Source: an optimization exercise on an open RTL-to-GDS flow (aim: small area). Production flows keep margins and buffers that such runs may drop. Where RTL was checked, it was by simulation tests only, not by an equivalence proof against the original. No functional check of the RTL was part of run 1. Power and IR drop assume default switching activity.

==> design.v <==
`timescale 1ns / 1ps
module fifo #(parameter WIDTH=64, parameter DEPTH=8)(input clk, res_n, shift_in, shift_out,
                                                    input [WIDTH-1:0] data_in,
                                                    output reg full, empty,
                                                    output reg [WIDTH-1:0] data_out);
    reg [WIDTH-1:0] mem [0:DEPTH-1];
    reg [DEPTH-1:0] rd;    
    reg [2:0] wr;
    reg [3:0] cnt;
    reg [WIDTH-1:0] head;
    integer i;
    always @(*) begin
        head = {WIDTH{1'b0}};
        for (i = 0; i < DEPTH; i = i + 1)
            head = head | (mem[i] & {WIDTH{rd[i]}});
    end
    always @(posedge clk) begin
        full <= (cnt == DEPTH);
        empty <= (cnt == 0);
        data_out <= head;
        if (res_n && shift_in)
            mem[wr] <= data_in;
        if (!res_n) begin
            rd <= {{(DEPTH-1){1'b0}}, 1'b1};
            wr <= 3'd0;
            cnt <= 4'd0;
        end else begin
            if (shift_out) rd <= {rd[DEPTH-2:0], rd[DEPTH-1]};
            if (shift_in) wr <= wr + 3'd1;
            cnt <= cnt + {3'd0, shift_in} - {3'd0, shift_out};
        end
    end
endmodule
==> flow/run.sh <==
#!/bin/bash
set -euo pipefail
export BUFFER_PORTS_ARGS="-buffer_cell sky130_fd_sc_hd__buf_1"
export CTS_ARGS="-sink_clustering_enable -repair_clock_nets -buf_list {sky130_fd_sc_hd__clkbuf_8} -root_buf sky130_fd_sc_hd__clkbuf_8 -sink_clustering_buffer sky130_fd_sc_hd__clkbuf_8 -dont_use_dummy_load"
bash standard.sh finish > standard_flow.log 2>&1
==> standard.sh <==
#!/bin/bash
# synth_recipe.tcl (not shown) runs the flow's synth.tcl, then flattens the netlist and writes it again
# the make line also repeats each setting of config.mk as NAME=value (left out here)
make -C /OpenROAD-flow-scripts/flow DESIGN_CONFIG=/design/flow/config.mk WORK_HOME=/design/flow/orfs CLKGATE_MAP_FILE= SYNTH_SCRIPT=/design/flow/synth_recipe.tcl "${@:-finish}"
==> config.mk <==
export PLATFORM = sky130hd
export DESIGN_NAME = fifo
export DESIGN_NICKNAME = fifo
export VERILOG_FILES = /design/flow/design.v
export SDC_FILE = /design/flow/constraint.sdc
export NUM_CORES = 4
export LEC_CHECK = 0
export CAP_MARGIN = 0
export CORE_MARGIN = 2
export CORE_UTILIZATION = 75
export PLACE_DENSITY = 0.85
export SLEW_MARGIN = 0
==> constraint.sdc <==
create_clock -name core_clock -period 5.0 [get_ports {clk}]
set_input_delay 1.0000 -clock core_clock [delete_from_list [all_inputs] [get_ports {clk}]]
set_output_delay 1.0000 -clock core_clock [all_outputs]
set_load 0.01 [all_outputs]
==> results_dict.tcl, run 1 <==
set metrics [dict create \
    outcome "complete, no violations" \
    syn_nets 1111 \
    post-cts-setup-buffer-count 0 \
    grt_pass1_vias 11230 \
    routed_via_density 6.885 \
    yosys.area_share.simple 0.02841 \
    synth_xor_area_frac 0.001291 \
    finalSetupViolations 0 \
    hold_path_end "data_out[4]" \
    r2r-end "mem[4][4]" \
    syn_area_sq_um 20350 \
    grt_overflow 0 \
    synth-compound-area-share 0.09998 \
    insertion_delay_ps 590 \
    ctsResizeCount 0 \
    nNetsFinal 1285 \
    grt_pass1_wl_um 62810 \
    numClockSinks 593 \
    cts_root_buf "clkbuf_8" \
    hp-start "mem[4][4]" \
    area_growth_pct 9.266 \
    critPathMaxFanout 42 \
    crit_family "simple AND/OR/NAND/NOR gates" \
    synth_fa_ha_area_frac 0.005288 \
    rrSetupSlack_ps 2650 \
    yosys-mux-area-fraction 0.004919 \
    cts_buffers 85 \
    htree_levels 3 \
    cp-end-kind "flip-flop" \
    timing.fmax_mhz 386.9 \
    io_buffers 133 \
    cts.clk_slew.worst_paths_ps 60 \
    grt_max_degree 67 \
    hold_depth 2 \
    cp.required_ps 5240 \
    rsz0062_at_grt "false" \
    synth_seq_cells 593 \
    maxCapViolations 0 \
    crit_chain "buf_1 > nand2_1 > nor2_4 > buf_12" \
    slew_violations 0 \
    wire_per_inst_um 26.48 \
    fp.dieArea_sq_um 28470 \
    cts_tree "built" \
    critPathKind "in2reg" \
    gp_congestion 0.8043 \
    die_x_um 168.7 \
    drive_gt1_frac 0.1110 \
    synth_top_family_by_area "compound AO/OA/AOI/OAI gates" \
    power.leakage_nw 6.860 \
    hpwlAfterDp_um 20890 \
    ios 134 \
    fp.dieH_um 168.7 \
    r2r.worst_path.cells 3 \
    layout_commonest_cell "edfxtp_1" \
    post-route-period-util 0.5170 \
    core_sq_um 26800 \
    slew-limit-headroom 0.2510 \
    hp-class "reg2reg" \
    skew_ps 40.57 \
    grt.total_usage 0.2975 \
    power_mw 8.977 \
    final_cell_mix "edfxtp_1, a22oi_1, buf_1" \
    power_density_nw_per_um2 403.7 \
    rows 60 \
    cts_hold_buf 0 \
    ant_nets 0 \
    cts_buffer_depth 3 \
    start_kind "primary input" \
    ys_seq_area_frac 0.8352 \
    initialDrtViolationCount 1251 \
    drt-total-wl_um 41050 \
    ys.warnings.count 1 \
    synth_cells 1035 \
    postSynthAreaPerCell_sq_um 19.66 \
    timing.rr.start "wr[0]" \
    max_stage_delay_ps 800 \
    drc 0 \
    firstDrtPassIters 5 \
    worstMarginPinSlew_ps 1123 \
    antenna_found_initial 3 \
    setup-tns-final_ps 0 \
    path_buf_inv 2 \
    synthDistinctLibCells 25 \
    peakVddDrop_mv 0.4066 \
    num_vias 10670 \
    critical_path_arrival_ps 2830 \
    cp_slowest_cell "nor2_4" \
    finalHoldViolations 0 \
    initial_core_util 0.7593 \
    min_period_ps 2585 \
]
==> cell type report <==
class / count / area, sq um
repair buffers: 146 / 659.4
fillers: 1170 / 4566
inverters: 7 / 26.28
clock buffers: 85 / 1170
multi-input cells: 376 / 2922
diodes: 2 / 5.005
well taps: 341 / 426.7
flip-flops and latches: 593 / 17030
==> worst reg2reg max path, cell delays in order, from the launching register on <==
cell and delay [ps]:
dfxtp_1 420, or3b_1 520, nor2_4 690, buf_4 390
==> state kept, by name (all words and copies together), names as in the netlist <==
| name | count |
|---|---|
| full | 1 |
| cnt | 4 |
| data_out | 64 |
| empty | 1 |
| wr | 3 |
| mem | 512 |
| rd | 8 |
==> layer usage <==
layer | vias to the layer above | GRT usage | routed length (um) | share of wire
li1 | 4584 | - | - | -
met1 | 5345 | 0.3916 | 15400 | 0.38
met2 | 633 | 0.4975 | 20720 | 0.50
met3 | 108 | 0.05728 | 3594 | 0.088
met4 | 2 | 0.1274 | 1331 | 0.032
met5 | - | 0 | 11 | 0.00027
==> report_power, final <==
part           switching (mW)  internal, mW
clock network            1.49          1.50
logic                   0.241         0.142
registers              0.0954          5.51
total                    1.82          7.15
==> per-stage QoR <==
stage | cells | hold WS, ps | worst slack, ps | utilization | instance area (sq um)
after floorplan | 1035 | 440.4 | 471.0 | - | 20370
after global placement | 1463 | 453.5 | 1848 | 0.7858 | 21060
after detailed placement | 1463 | 454.8 | 1796 | 0.7858 | 21060
after CTS | 1548 | 435.3 | 2382 | 0.8295 | 22230
after global routing | 1549 | 464.1 | 2287 | 0.8296 | 22230
final | 1550 | 452.5 | 2415 | 0.8296 | 22240
==> logic make-up after synthesis <==
family,after synthesis
compound gates,258
buf+inv,66
simple gates,97
xor+xnor,3
flops,593
mux,10
fa+ha+maj,8
==> cells in the mapped netlist <==
master,number,area [sq um]
a21o_1,1,7.510
edfxtp_1,512,15370
xor2_1,1,8.760
xnor2_1,2,17.52
and3_1,2,12.51
nand3_1,1,5.000
nand2_1,6,22.52
nand2b_1,2,12.51
nor2_1,4,15.01
ha_1,7,87.58
inv_1,7,26.28
dfxtp_1,81,1622
a22oi_1,236,1772
nand4_1,64,400.4
a21oi_1,1,5.000
a22oi_2,20,250.2
nor2b_1,9,56.30
buf_6,26,292.8
or3b_1,1,8.760
and2_1,4,25.02
fa_1,1,20.02
buf_2,24,120.1
buf_4,9,67.56
nor3_1,4,20.02
mux2i_1,10,100.1
==> how the worst max path moves through the flow <==
stage | from | end | slack (ps) | cells after the start
global placement | res_n | mem[4][16] | 1850 | 5
global route | res_n | mem[4][4] | 2290 | 5
finish | shift_in | mem[7][55] | 2420 | 4
CTS | res_n | mem[4][4] | 2380 | 5
floorplan | res_n | mem[0][0] | 470 | 2
detailed placement | res_n | mem[4][16] | 1800 | 5
==> run 2, diff against run 1 <==
==> design.v (replaced) <==
`timescale 1ns / 1ps
module fifo #(parameter WIDTH=64, parameter DEPTH=8)(input clk, res_n, shift_in, shift_out,
                                                    input [WIDTH-1:0] data_in,
                                                    output reg full, empty,
                                                    output reg [WIDTH-1:0] data_out);
    reg [WIDTH-1:0] mem [0:DEPTH-1];
    reg [3:0] rp, wp;    
    reg last_push;
    function [7:0] jdec(input [3:0] q);
        begin
            jdec[0] = ~q[3] & ~q[0];
            jdec[1] =  q[0] & ~q[1];
            jdec[2] =  q[1] & ~q[2];
            jdec[3] =  q[2] & ~q[3];
            jdec[4] =  q[3] &  q[0];
            jdec[5] =  q[1] & ~q[0];
            jdec[6] =  q[2] & ~q[1];
            jdec[7] =  q[3] & ~q[2];
        end
    endfunction
    wire [7:0] rd = jdec(rp);
    wire [7:0] wr = jdec(wp);
    wire ptr_eq = (rp == wp);
    wire [WIDTH-1:0] n0, n1, head;
    genvar b;
    generate
        for (b = 0; b < WIDTH; b = b + 1) begin : RD
            fifo_aoi222 A0 (.a1(mem[0][b]), .a2(rd[0]), .b1(mem[1][b]), .b2(rd[1]),
                            .c1(mem[2][b]), .c2(rd[2]), .y(n0[b]));
            fifo_aoi222 A1 (.a1(mem[3][b]), .a2(rd[3]), .b1(mem[4][b]), .b2(rd[4]),
                            .c1(mem[5][b]), .c2(rd[5]), .y(n1[b]));
            fifo_or22n2 A2 (.a1(mem[6][b]), .a2(rd[6]), .b1(mem[7][b]), .b2(rd[7]),
                            .n0(n0[b]), .n1(n1[b]), .y(head[b]));
        end
    endgenerate
    integer i;
    always @(posedge clk) begin
        full <= ptr_eq & last_push;
        empty <= ptr_eq & ~last_push;
        data_out <= head;
        for (i = 0; i < DEPTH; i = i + 1)
            if (res_n && shift_in && wr[i])
                mem[i] <= data_in;
        if (!res_n) begin
            rp <= 4'd0;
            wp <= 4'd0;
            last_push <= 1'b0;
        end else begin
            if (shift_out) rp <= {rp[2:0], ~rp[3]};
            if (shift_in) wp <= {wp[2:0], ~wp[3]};
            if (shift_in != shift_out) last_push <= shift_in;
        end
    end
endmodule
module fifo_aoi222 (input a1, a2, b1, b2, c1, c2, output y);
    assign y = ~((a1 & a2) | (b1 & b2) | (c1 & c2));
endmodule
module fifo_or22n2 (input a1, a2, b1, b2, n0, n1, output y);
    assign y = ~n0 | ~n1 | (a1 & a2) | (b1 & b2);
endmodule
==> flow/run.sh (replaced) <==
#!/bin/bash
# The standard layout (standard.sh: the standard flow's own synthesis and ORFS flow), with
# two changes: the port buffers use the smallest buffer cell, and the clock
# tree uses clkbuf_8 sink buffers, set cluster sizes and no dummy loads.
# ORFS writes each step's full log under orfs/logs; make's output goes to
# standard_flow.log here.
set -euo pipefail
export BUFFER_PORTS_ARGS="-buffer_cell sky130_fd_sc_hd__buf_1"
export CTS_ARGS="-sink_clustering_enable -repair_clock_nets -sink_clustering_size 20 -sink_clustering_max_diameter 70 -buf_list {sky130_fd_sc_hd__clkbuf_8} -root_buf sky130_fd_sc_hd__clkbuf_8 -sink_clustering_buffer sky130_fd_sc_hd__clkbuf_8 -dont_use_dummy_load"
bash standard.sh finish > standard_flow.log 2>&1
--- a/config.mk
+++ b/config.mk
@@ -9,4 +9,6 @@
 export CORE_MARGIN = 2
-export CORE_UTILIZATION = 75
+export CORE_UTILIZATION = 70
 export PLACE_DENSITY = 0.85
 export SLEW_MARGIN = 0
+export SYNTH_HIERARCHICAL = 1
+export SYNTH_MINIMUM_KEEP_SIZE = 0
==> run 2 against run 1 <==
Non-clock buffer count increased by 5. Largest cell class unchanged. Critical path type unchanged. Synthesized cell count decreased by 14%. Still clean. Critical path depth increased by 1. Utilization decreased by 5.5 points. Register-to-register slack got worse by 150 ps. Clock-buffer cell count decreased by 50. Flip-flop and latch count decreased by 6. Maximum frequency decreased by 3.8%. First-iteration DRC count increased by 25%. Sequential share of layout area increased by 4.0 points.
==> results_dict.tcl, run 2 <==
set metrics [dict create \
    outcome "complete, no violations" \
    synth_top_area_frac 0.7969 \
    path_buf_inv 2 \
    final_cell_mix "edfxtp_1, buf_1, a222oi_1" \
    drc 0 \
    maxCapViolations 0 \
    grt_max_degree 65 \
    ios 134 \
    rows 60 \
    fp.dieH_um 170.0 \
    synth_flop_cell "edfxtp_1" \
    drive_gt1_frac 0.06605 \
    min_period_ps 2688 \
    grt_overflow 0 \
    post-route-period-util 0.5375 \
    synth_seq_cells 587 \
    cp-end-kind "flip-flop" \
    max_stage_delay_ps 760 \
    synthDistinctLibCells 24 \
    fillers 1417 \
    timing.hold.ws_ps 440.4 \
    synth_edf_count 512 \
    grt.total_usage 0.2644 \
    cts_tree "built" \
    r2r.worst_path.cells 4 \
    finalHoldViolations 0 \
    setup_ws_ps 2312 \
    cts_hold_buf 0 \
    grt_pass1_wl_um 56440 \
    gp_congestion 0.7063 \
    timing.fmax_mhz 372.1 \
    postSynthAreaPerCell_sq_um 21.63 \
    cts.clk_slew.worst_paths_ps 100 \
    cp_slowest_cell "nor2_4" \
    cts_root_buf "clkbuf_8" \
    cts_buffer_depth 3 \
    firstDrtPassIters 15 \
    fp.dieArea_sq_um 28910 \
    timing.rr.start "rp[2]" \
    rsz0062_at_grt "false" \
    die_x_um 170.0 \
    cp.depth 5 \
    syn_nets 960 \
    setup-tns-final_ps 0 \
    yosys-top-cells-area "edfxtp_1, dfxtp_1, a222oi_1" \
    topRoutingLayerUsed "met4" \
    multi_input_area_sq_um 2495 \
    initial_core_util 0.7139 \
    wl_met2_um 19220 \
    critPathMaxFanout 36 \
    seqCellArea_sq_um 16880 \
    hold_depth 1 \
    r2r-end "data_out[6]" \
    num_vias 9935 \
    power.leakage_nw 6.425 \
    top_register "mem" \
    io_buffers 133 \
    layout_commonest_cell "edfxtp_1" \
    area_growth_pct 8.496 \
    critical_path_arrival_ps 2930 \
    ctsResizeCount 0 \
    ys.warnings.count 9 \
    power_density_nw_per_um2 369.5 \
    cp.required_ps 5240 \
    core_sq_um 27030 \
    largest_reg_flops 512 \
    hp-class "reg2reg" \
    place_ws_ps 1730 \
    worstMarginPinSlew_ps 1163 \
    yosysTopAreaCell "edfxtp_1" \
    finalSetupViolations 0 \
    wire_per_inst_um 26.82 \
    syn_area_sq_um 19290 \
    grt_pass1_vias 9990 \
    hpwlAfterDp_um 20250 \
    peakVddDrop_mv 0.2893 \
    cts_buffers 35 \
    slew_violations 0 \
    synth_cells 892 \
    htree_levels 2 \
    crit_chain "buf_1 > nor2b_1 > nand2_1 > nor2_4 > buf_12" \
    drt-total-wl_um 38010 \
    rrSetupSlack_ps 2500 \
    ant_nets 0 \
    critPathKind "in2reg" \
    numClockSinks 587 \
    ys_seq_area_frac 0.8747 \
    route.met3.wl_um 3858 \
    largestRegisters "mem: 512 flops, data_out: 64 flops" \
    synthArstFlopShare 0 \
    synth.most_common_cell "edfxtp_1" \
    yosys-top-cells-count "edfxtp_1, a222oi_1, dfxtp_1" \
    initialDrtViolationCount 1566 \
    start_kind "primary input" \
    antenna_found_initial 1 \
    insertion_delay_ps 560 \
    post-cts-setup-buffer-count 0 \
    hp-start "last_push" \
    routed_via_density 7.011 \
    crit_family "simple AND/OR/NAND/NOR gates" \
    hold_path_end "empty" \
    skew_ps 55.02 \
    wl_met1_um 14080 \
    slew-limit-headroom 0.2230 \
    nNetsFinal 1145 \
]
==> run 2: power by group <==
group	internal, mW	total [mW]	leakage [nW]	switching [mW]
Combinational	0.110	0.357	0.912	0.247
Sequential	5.43	5.48	5.26	0.0438
Clock	0.638	1.90	0.252	1.27
==> run 2: cells by family (layout without fill, tap and decap cells) <==
| group | after synthesis | after routing | share of synthesized area |
|---|---|---|---|
| adder cells (fa/ha/maj) | 1 | 1 | 0.0005188 |
| XOR/XNOR | 4 | 4 | 0.001816 |
| AO/OA/AOI/OAI | 194 | 194 | 0.09196 |
| multiplexers | 6 | 6 | 0.003113 |
| other | 0 | 1 | 0 |
| buffers and inverters | 4 | 187 | 0.0009070 |
| AND/OR/NAND/NOR | 96 | 96 | 0.02698 |
| flip-flops | 587 | 587 | 0.8747 |
==> run 2: worst max path at each step <==
stage / endpoint / slack [ps] / startpoint
floorplan: mem[2][0] / -1590 / shift_in
finish: mem[0][39] / 2310 / shift_in
CTS: mem[0][39] / 2320 / shift_in
detailed placement: mem[0][55] / 1730 / shift_in
global placement: mem[0][62] / 1850 / shift_in
global route: mem[0][3] / 2190 / shift_in
==> run 2: per-layer routing <==
metal / GRT usage / vias up
met3: 0.04814 / 70
li1: - / 4290
met4: 0.08658 / 0
met5: 0 / -
met1: 0.3578 / 4955
met2: 0.4463 / 620
==> run 2: area by class of cell <==
class / count / area share
antenna: 1 / 0.0001195
clock buffer: 35 / 0.02301
inverter: 1 / 0.0001793
multi-input combinational: 301 / 0.1192
sequential: 587 / 0.8062
tap: 341 / 0.02038
timing repair buffer: 151 / 0.03090
==> run 2: per-module statistics from Yosys (local to each module, per instance) <==
module	area (sq um)	flops+latches	cells	copies in the design
fifo	17210	587	636	1
fifo_or22n2	12.51	0	2	64
fifo_aoi222	10.01	0	1	128
==> run 2: metrics by stage <==
step           power [mW]  utilization  cells  instance area (sq um)
2_1_floorplan       5.752            -    892                  19290
3_3_place_gp        5.921       0.7566   1381                  20450
3_5_place_dp        5.941       0.7566   1381                  20450
4_1_cts             7.749       0.7744   1416                  20930
5_1_grt             7.931       0.7744   1416                  20930
6_report            7.735       0.7745   1417                  20930
==> run 2: worst reg2reg max path: stages, from the launching register on <==
cell	delay [ps]
dfxtp_1	570
nor2b_4	970
buf_4	550
a222oi_1	200
nand3_1	160
==> run 3, diff against run 2 <==
--- a/flow/run.sh
+++ b/flow/run.sh
@@ -8,3 +8,3 @@
 export BUFFER_PORTS_ARGS="-buffer_cell sky130_fd_sc_hd__buf_1"
-export CTS_ARGS="-sink_clustering_enable -repair_clock_nets -sink_clustering_size 20 -sink_clustering_max_diameter 70 -buf_list {sky130_fd_sc_hd__clkbuf_8} -root_buf sky130_fd_sc_hd__clkbuf_8 -sink_clustering_buffer sky130_fd_sc_hd__clkbuf_8 -dont_use_dummy_load"
+export CTS_ARGS="-sink_clustering_enable -repair_clock_nets -sink_clustering_size 20 -sink_clustering_max_diameter 50 -buf_list {sky130_fd_sc_hd__clkbuf_8 sky130_fd_sc_hd__clkbuf_16} -root_buf sky130_fd_sc_hd__clkbuf_16 -sink_clustering_buffer sky130_fd_sc_hd__clkbuf_8 -dont_use_dummy_load"
 bash standard.sh finish > standard_flow.log 2>&1
--- a/config.mk
+++ b/config.mk
@@ -9,4 +9,4 @@
 export CORE_MARGIN = 2
-export CORE_UTILIZATION = 70
-export PLACE_DENSITY = 0.85
+export CORE_UTILIZATION = 60
+export PLACE_DENSITY = 0.75
 export SLEW_MARGIN = 0
==> run 3 against run 2 <==
Still clean. Final area increased by 1.1%. Total power increased by 3.3%. Die area increased by 16%. Wire length decreased by 0.26%. Maximum frequency increased by 5.8%. Clock power increased by 14%. Critical path depth unchanged. Utilization decreased by 11 points.
==> results_dict.tcl, run 3 <==
set metrics [dict create \
    outcome "complete, no violations" \
    yosys-top-cells-count "edfxtp_1, a222oi_1, dfxtp_1" \
    cp_slowest_cell "nor2_4" \
    maxCapViolations 0 \
    numClockSinks 587 \
    synth_seq_cells 587 \
    drc 0 \
    grt_pass1_wl_um 56840 \
    grt_pass1_vias 9793 \
    die_x_um 183.3 \
    post-route-period-util 0.5078 \
    drt-total-wl_um 37910 \
    synth-compound-area-share 0.09196 \
    synth_fa_ha_area_frac 0.0005188 \
    nNetsFinal 1152 \
    grt_overflow 0 \
    largestRegisters "mem: 512 flops, data_out: 64 flops" \
    syn_area_sq_um 19290 \
    setup-tns-final_ps 0 \
    grt_max_degree 65 \
    rows 65 \
    area_growth_pct 9.656 \
    start_kind "primary input" \
    placed_area_sq_um 20530 \
    synth.most_common_cell "edfxtp_1" \
    routed_via_density 6.610 \
    fp.dieH_um 183.3 \
    synthArstFlopShare 0 \
    synth_xor_area_frac 0.001816 \
    place_ws_ps 1915 \
    yosys-top-cells-area "edfxtp_1, dfxtp_1, a222oi_1" \
    fp.dieArea_sq_um 33610 \
    initialDrtViolationCount 1542 \
    rsz0062_at_grt "false" \
    synth_top_family_by_area "compound AO/OA/AOI/OAI gates" \
    antenna_found_initial 2 \
    p_int_mw 6.375 \
    place_inst 1443 \
    cts_hold_buf 0 \
    crit_chain "buf_1 > nor2b_1 > nand2_1 > nor2_4 > buf_12" \
    cp.required_ps 5170 \
    slew-limit-headroom 0.1695 \
    ys.warnings.count 9 \
    final_cell_mix "edfxtp_1, buf_1, a222oi_1" \
    final_core_util 0.6687 \
    pwr-share-comb 0.044 \
    pwr-share-seq 0.685 \
    cts.clk_slew.worst_paths_ps 110 \
    htree_levels 2 \
    num_vias 9822 \
    core_sq_um 31640 \
    max_stage_delay_ps 550 \
    worstMarginPinSlew_ps 1243 \
    timing.fmax_mhz 393.8 \
    crit_family "simple AND/OR/NAND/NOR gates" \
    min_period_ps 2539 \
    hp-start "last_push" \
    critPathLaunch "shift_in" \
    yosysTopAreaCell "edfxtp_1" \
    gp_congestion 0.6956 \
    finalSetupViolations 0 \
    top_register "mem" \
    peakVddDrop_mv 0.2715 \
    synth_top_area_frac 0.7969 \
    power.leakage_nw 6.499 \
    synth_cells 892 \
    timing.hold.ws_ps 396.8 \
    ant_nets 0 \
    wl_met1_um 15160 \
    timing.rr.start "rp[2]" \
    cp-end-kind "flip-flop" \
    power_mw 7.993 \
    p_clk_frac 0.271 \
    firstDrtPassIters 10 \
    path_buf_inv 2 \
    postSynthAreaPerCell_sq_um 21.63 \
    ctsResizeCount 0 \
    layout_commonest_cell "edfxtp_1" \
    cts_root_buf "clkbuf_16" \
    topRoutingLayerUsed "met4" \
    largest_reg_flops 512 \
    ios 134 \
    setup_ws_ps 2461 \
    synth_edf_count 512 \
    hp-class "reg2reg" \
    synth_flop_cell "edfxtp_1" \
    fillers 2037 \
    critical_path_arrival_ps 2710 \
    ys_seq_area_frac 0.8747 \
    slew_violations 0 \
    route.met3.wl_um 3080 \
    critPathMaxFanout 45 \
    post-cts-setup-buffer-count 0 \
    cts_tree "built" \
    wl_met2_um 18670 \
    power_density_nw_per_um2 377.8 \
    initial_core_util 0.6098 \
    insertion_delay_ps 520 \
    syn_nets 960 \
    synthDistinctLibCells 24 \
    cts_buffers 41 \
    stdcell_count 1486 \
    critPathKind "in2reg" \
    io_buffers 133 \
    hpwlAfterDp_um 19990 \
    skew_ps 68.41 \
    yosys-mux-area-fraction 0.003113 \
    swShare 0.2025 \
    grt.total_usage 0.2262 \
    wire_per_inst_um 25.51 \
    power_switching_mw 1.619 \
    stdcell_area_sq_um 21160 \
    yosys.area_share.simple 0.02698 \
    drive_gt1_frac 0.07209 \
    cts_buffer_depth 3 \
    finalHoldViolations 0 \
]
==> run 3: modules after synthesis, one instance, submodules excluded <==
module | cells | area (sq um) | copies in the design | flops+latches
fifo | 636 | 17210 | 1 | 587
fifo_or22n2 | 2 | 12.51 | 64 | 0
fifo_aoi222 | 1 | 10.01 | 128 | 0
==> run 3: cells by family (layout without fill, tap and decap cells) <==
group	count (synthesis)	count (layout)
flip-flops	587	587
AO/OA/AOI/OAI	194	194
AND/OR/NAND/NOR	96	96
multiplexers	6	6
XOR/XNOR	4	4
buffers and inverters	4	194
adder cells (fa/ha/maj)	1	1
other	0	2
==> run 3: final timing paths <==
kind | end | slack [ps] | depth (start not counted)
hold / removal | empty | 400 | 1
hold reg to reg | empty | 400 | 1
setup reg to reg | data_out[13] | 2490 | 4
setup / recovery | mem[0][20] | 2460 | 5
==> run 3: per-layer routing <==
metal,vias to the layer above,GRT usage
met2,474,0.3771
met1,4972,0.3084
met3,74,0.03832
li1,4302,-
met4,0,0.07648
met5,-,0
==> run 3: power groups by stage <==
stage | sequential, mW | clock (mW) | combinational (mW)
final | 5.47 | 2.17 | 0.354
after global routing | 5.48 | 2.38 | 0.388
after CTS | 5.47 | 2.20 | 0.357
after detailed placement | 5.58 | 0 | 0.356
after global placement | 5.58 | 0 | 0.347
after floorplan | 5.61 | 0 | 0.143
==> run 3: final cells by class <==
type / instances / area (sq um) / area share
Sequential cell: 587 / 16880 / 0.7977
Multi-Input combinational cell: 301 / 2494 / 0.1179
Timing Repair Buffer: 152 / 654.4 / 0.03093
Clock buffer: 41 / 620.6 / 0.02933
Tap cell: 402 / 503.0 / 0.02377
Antenna cell: 2 / 5.005 / 0.0002366
Inverter: 1 / 3.754 / 0.0001774
==> run 4, diff against run 3 <==
--- a/design.v
+++ b/design.v
@@ -8,16 +8,20 @@
     reg last_push;
-    function [7:0] jdec(input [3:0] q);
-        begin
-            jdec[0] = ~q[3] & ~q[0];
-            jdec[1] =  q[0] & ~q[1];
-            jdec[2] =  q[1] & ~q[2];
-            jdec[3] =  q[2] & ~q[3];
-            jdec[4] =  q[3] &  q[0];
-            jdec[5] =  q[1] & ~q[0];
-            jdec[6] =  q[2] & ~q[1];
-            jdec[7] =  q[3] & ~q[2];
-        end
-    endfunction
-    wire [7:0] rd = jdec(rp);
-    wire [7:0] wr = jdec(wp);
+    wire [7:0] rd, wr;
+    wire push = res_n & shift_in;
+    fifo_dec2 #(.IA(1), .IB(1)) RD0 (.a(rp[3]), .b(rp[0]), .y(rd[0]));
+    fifo_dec2 #(.IA(0), .IB(1)) RD1 (.a(rp[0]), .b(rp[1]), .y(rd[1]));
+    fifo_dec2 #(.IA(0), .IB(1)) RD2 (.a(rp[1]), .b(rp[2]), .y(rd[2]));
+    fifo_dec2 #(.IA(0), .IB(1)) RD3 (.a(rp[2]), .b(rp[3]), .y(rd[3]));
+    fifo_dec2 #(.IA(0), .IB(0)) RD4 (.a(rp[3]), .b(rp[0]), .y(rd[4]));
+    fifo_dec2 #(.IA(0), .IB(1)) RD5 (.a(rp[1]), .b(rp[0]), .y(rd[5]));
+    fifo_dec2 #(.IA(0), .IB(1)) RD6 (.a(rp[2]), .b(rp[1]), .y(rd[6]));
+    fifo_dec2 #(.IA(0), .IB(1)) RD7 (.a(rp[3]), .b(rp[2]), .y(rd[7]));
+    fifo_dec3 #(.IA(1), .IB(1)) WR0 (.a(wp[3]), .b(wp[0]), .c(push), .y(wr[0]));
+    fifo_dec3 #(.IA(0), .IB(1)) WR1 (.a(wp[0]), .b(wp[1]), .c(push), .y(wr[1]));
+    fifo_dec3 #(.IA(0), .IB(1)) WR2 (.a(wp[1]), .b(wp[2]), .c(push), .y(wr[2]));
+    fifo_dec3 #(.IA(0), .IB(1)) WR3 (.a(wp[2]), .b(wp[3]), .c(push), .y(wr[3]));
+    fifo_dec3 #(.IA(0), .IB(0)) WR4 (.a(wp[3]), .b(wp[0]), .c(push), .y(wr[4]));
+    fifo_dec3 #(.IA(0), .IB(1)) WR5 (.a(wp[1]), .b(wp[0]), .c(push), .y(wr[5]));
+    fifo_dec3 #(.IA(0), .IB(1)) WR6 (.a(wp[2]), .b(wp[1]), .c(push), .y(wr[6]));
+    fifo_dec3 #(.IA(0), .IB(1)) WR7 (.a(wp[3]), .b(wp[2]), .c(push), .y(wr[7]));
     wire ptr_eq = (rp == wp);
@@ -41,3 +45,3 @@
         for (i = 0; i < DEPTH; i = i + 1)
-            if (res_n && shift_in && wr[i])
+            if (wr[i])
                 mem[i] <= data_in;
@@ -60 +64,7 @@
 endmodule
+module fifo_dec2 #(parameter IA=0, parameter IB=0) (input a, b, output y);
+    assign y = (a ^ IA[0]) & (b ^ IB[0]);
+endmodule
+module fifo_dec3 #(parameter IA=0, parameter IB=0) (input a, b, c, output y);
+    assign y = (a ^ IA[0]) & (b ^ IB[0]) & c;
+endmodule
--- a/flow/run.sh
+++ b/flow/run.sh
@@ -8,3 +8,3 @@
 export BUFFER_PORTS_ARGS="-buffer_cell sky130_fd_sc_hd__buf_1"
-export CTS_ARGS="-sink_clustering_enable -repair_clock_nets -sink_clustering_size 20 -sink_clustering_max_diameter 50 -buf_list {sky130_fd_sc_hd__clkbuf_8 sky130_fd_sc_hd__clkbuf_16} -root_buf sky130_fd_sc_hd__clkbuf_16 -sink_clustering_buffer sky130_fd_sc_hd__clkbuf_8 -dont_use_dummy_load"
+export CTS_ARGS="-sink_clustering_enable -repair_clock_nets -sink_clustering_size 20 -sink_clustering_max_diameter 70 -buf_list {sky130_fd_sc_hd__clkbuf_8} -root_buf sky130_fd_sc_hd__clkbuf_8 -sink_clustering_buffer sky130_fd_sc_hd__clkbuf_8 -dont_use_dummy_load"
 bash standard.sh finish > standard_flow.log 2>&1
==> run 4 against run 3 <==
Still clean. Via count increased by 0.48%. Area after synthesis increased by 0.30%. Clock power decreased by 11%. Synthesized cell count decreased by 0.22%. Register-to-register slack got worse by 130 ps. Hold slack improved by 37 ps. Critical endpoint is now mem[7][19]. Largest cell class unchanged.
==> results_dict.tcl, run 4 <==
set metrics [dict create \
    fp.dieArea_sq_um 33710 \
    drive_gt1_frac 0.06268 \
    synth_cells 890 \
    peakVddDrop_mv 0.2356 \
    power_mw 7.776 \
    timing.rr.start "rp[1]" \
    routed_via_density 6.704 \
    postSynthAreaPerCell_sq_um 21.74 \
    final_cell_mix "edfxtp_1, buf_1, a222oi_1" \
    cts_buffers 35 \
    ant_nets 0 \
    syn_nets 958 \
    grt.busiest_layer "met2" \
    setup_ws_ps 2289 \
    grt_pass1_wl_um 57770 \
    cts.clk_slew.worst_paths_ps 110 \
    synthDistinctLibCells 23 \
    place_ws_ps 1697 \
    layout_commonest_cell "edfxtp_1" \
    r2r-end "data_out[60]" \
    slew_violations 0 \
    synth_seq_cells 587 \
    nNetsFinal 1139 \
    ios 134 \
    cp-end-kind "flip-flop" \
    initialDrtViolationCount 1638 \
    power.leakage_nw 6.407 \
    use_met3 0.04120 \
    rows 65 \
    timing.hold.ws_ps 433.9 \
    p_int_mw 6.187 \
    grt_util_met2 0.3641 \
    grt_max_degree 65 \
    rsz0062_at_grt "false" \
    top_register "mem" \
    critPathLaunch "shift_in" \
    power_switching_mw 1.589 \
    cp.required_ps 5260 \
    finalHoldViolations 0 \
    hp-class "reg2reg" \
    synth.most_common_cell "edfxtp_1" \
    r2r.worst_path.cells 4 \
    synth_edf_count 512 \
    synthArstFlopShare 0 \
    post-cts-setup-buffer-count 0 \
    pwr-share-comb 0.047 \
    hold_path_end "data_out[18]" \
    hpwlAfterDp_um 20150 \
    timing.fmax_mhz 368.9 \
    htree_levels 2 \
    rrSetupSlack_ps 2360 \
    cts_tree "built" \
    min_period_ps 2711 \
    post-route-period-util 0.5422 \
    p_clk_frac 0.249 \
    gp_congestion 0.7416 \
    num_vias 9869 \
    largest_reg_flops 512 \
    fp.dieH_um 183.6 \
    io_buffers 133 \
    synth_flop_cell "edfxtp_1" \
    critical_path_arrival_ps 2970 \
    hp-start "mem[4][18]" \
    skew_ps 45.61 \
    yosys-top-cells-area "edfxtp_1, dfxtp_1, a222oi_1" \
    area_growth_pct 8.347 \
    cts_hold_buf 0 \
    grt.total_usage 0.2275 \
    use_met1 0.3315 \
    drt-total-wl_um 37840 \
    final_core_util 0.6628 \
    antenna_found_initial 5 \
    largestRegisters "mem: 512 flops, data_out: 64 flops" \
    grt_pass1_vias 10020 \
    pwr-share-seq 0.704 \
    yosys-top-cells-count "edfxtp_1, a222oi_1, dfxtp_1" \
    syn_area_sq_um 19350 \
    initial_core_util 0.6117 \
    swShare 0.2044 \
    ys.warnings.count 9 \
    hold_depth 2 \
    ys_seq_area_frac 0.8721 \
    power_density_nw_per_um2 370.9 \
    core_sq_um 31640 \
    cts_root_buf "clkbuf_8" \
    synth_top_area_frac 0.7945 \
    numClockSinks 587 \
    setup-tns-final_ps 0 \
    outcome "complete, no violations" \
    die_x_um 183.6 \
    yosysTopAreaCell "edfxtp_1" \
    critPathKind "in2reg" \
    finalSetupViolations 0 \
    fillers 2050 \
    wire_per_inst_um 25.71 \
    maxCapViolations 0 \
    critPathMaxFanout 55 \
    start_kind "primary input" \
    insertion_delay_ps 590 \
    drc 0 \
    ctsResizeCount 0 \
    worstMarginPinSlew_ps 1340 \
    slew-limit-headroom 0.1046 \
    cts_buffer_depth 3 \
    grt_overflow 0 \
    firstDrtPassIters 10 \
]
[run 4: how the worst max path moves through the flow]
stage                 end  depth (start not counted)
2_1_floorplan   mem[0][0]                          3
3_3_place_gp   mem[6][52]                          4
3_5_place_dp   mem[7][19]                          4
4_1_cts        mem[7][19]                          4
5_1_grt        mem[7][22]                          4
6_report       mem[7][19]                          4
[run 4: cell type report]
class	instances	area, sq um	share of cell area
multi-input combinational	299	2500	0.1192
timing repair buffer	146	596.8	0.02846
tap	402	503.0	0.02399
antenna	1	2.502	0.0001193
sequential	587	16880	0.8049
inverter	2	7.507	0.0003580
clock buffer	35	481.7	0.02297
[run 4: worst max-delay path: stages]
cell,delay (ps)
buf_1,290
and2_1,350
and3b_4,970
buf_4,340
[run 4: routing by layer]
layer | share of wire | routed length, um
met5 | 0.0014 | 53
met4 | 0.017 | 652
met3 | 0.092 | 3477
met2 | 0.49 | 18430
met1 | 0.40 | 15230
[run 4: kinds of logic (layout without fill, tap and decap cells)]
group / count (synthesis) / after routing / share of synthesized area
AOI/OAI and AO/OA: 193 / 193 / 0.09129
buffers and inverters: 4 / 183 / 0.001034
muxes: 7 / 7 / 0.003621
DFF: 587 / 587 / 0.8721
other: 0 / 1 / 0
xor gates and xnor gates: 4 / 4 / 0.001810
and+or+nand+nor: 94 / 94 / 0.02961
adders and majority gates: 1 / 1 / 0.0005818
[run 4: per-module statistics from Yosys (local to each module, per instance), a selection]
module	flip-flops and latches	copies in the design	cells
fifo	587	1	618
fifo_or22n2	0	64	2
fifo_aoi222	0	128	1
[run 4: stage by stage]
step	instances	area [sq um]
after detailed placement	1436	20480
after floorplan	890	19350
after global placement	1436	20480
after CTS	1471	20970
after global routing	1472	20970
final	1472	20970
[run 4: power by group through the flow]
stage	Sequential, mW	Combinational [mW]	Clock [mW]
after floorplan	5.61	0.145	0
after CTS	5.48	0.368	1.97
after detailed placement	5.59	0.366	0
after global placement	5.58	0.359	0
final	5.48	0.366	1.93
after global routing	5.49	0.400	2.13

-- afterwards: timing with drivers on the ports --
The flow's constraints put no driver on any port. The routed layouts listed below were extracted and timed again, unchanged, in two steps. Step 1, drivers: a clkbuf_16 drives clk and a buf_2 each remaining input, both assumed. Step 2 adds t to the input delays and takes it off the output delays; t is the mean of the earliest and latest rising clock arrival at the registers after step 1. Input paths then give back, and output paths get back, about the clock's delay inside the block. Three values: no drivers, after step 1, after step 2; two values: the first two.
| run | t (ns) | setup WS [ns] | worst data-port slew with drivers (ns) | pins driven straight from the clock port |
|---|---|---|---|---|
| run 1 | 0.617 | 2.415 / 2.439 / 1.821 | 0.10 | 1 |
| run 2 | 0.580 | 2.312 / 2.334 / 1.754 | 0.08 | 1 |
| run 3 | 0.539 | 2.461 / 2.475 / 1.935 | 0.08 | 1 |
| run 4 | 0.612 | 2.289 / 2.313 / 1.701 | 0.09 | 1 |
After both steps setup and hold are still met in every run listed. For run 1, which loses most, drivers alone change the setup slack by +0.024 ns; drivers and shift together by -0.594 ns.
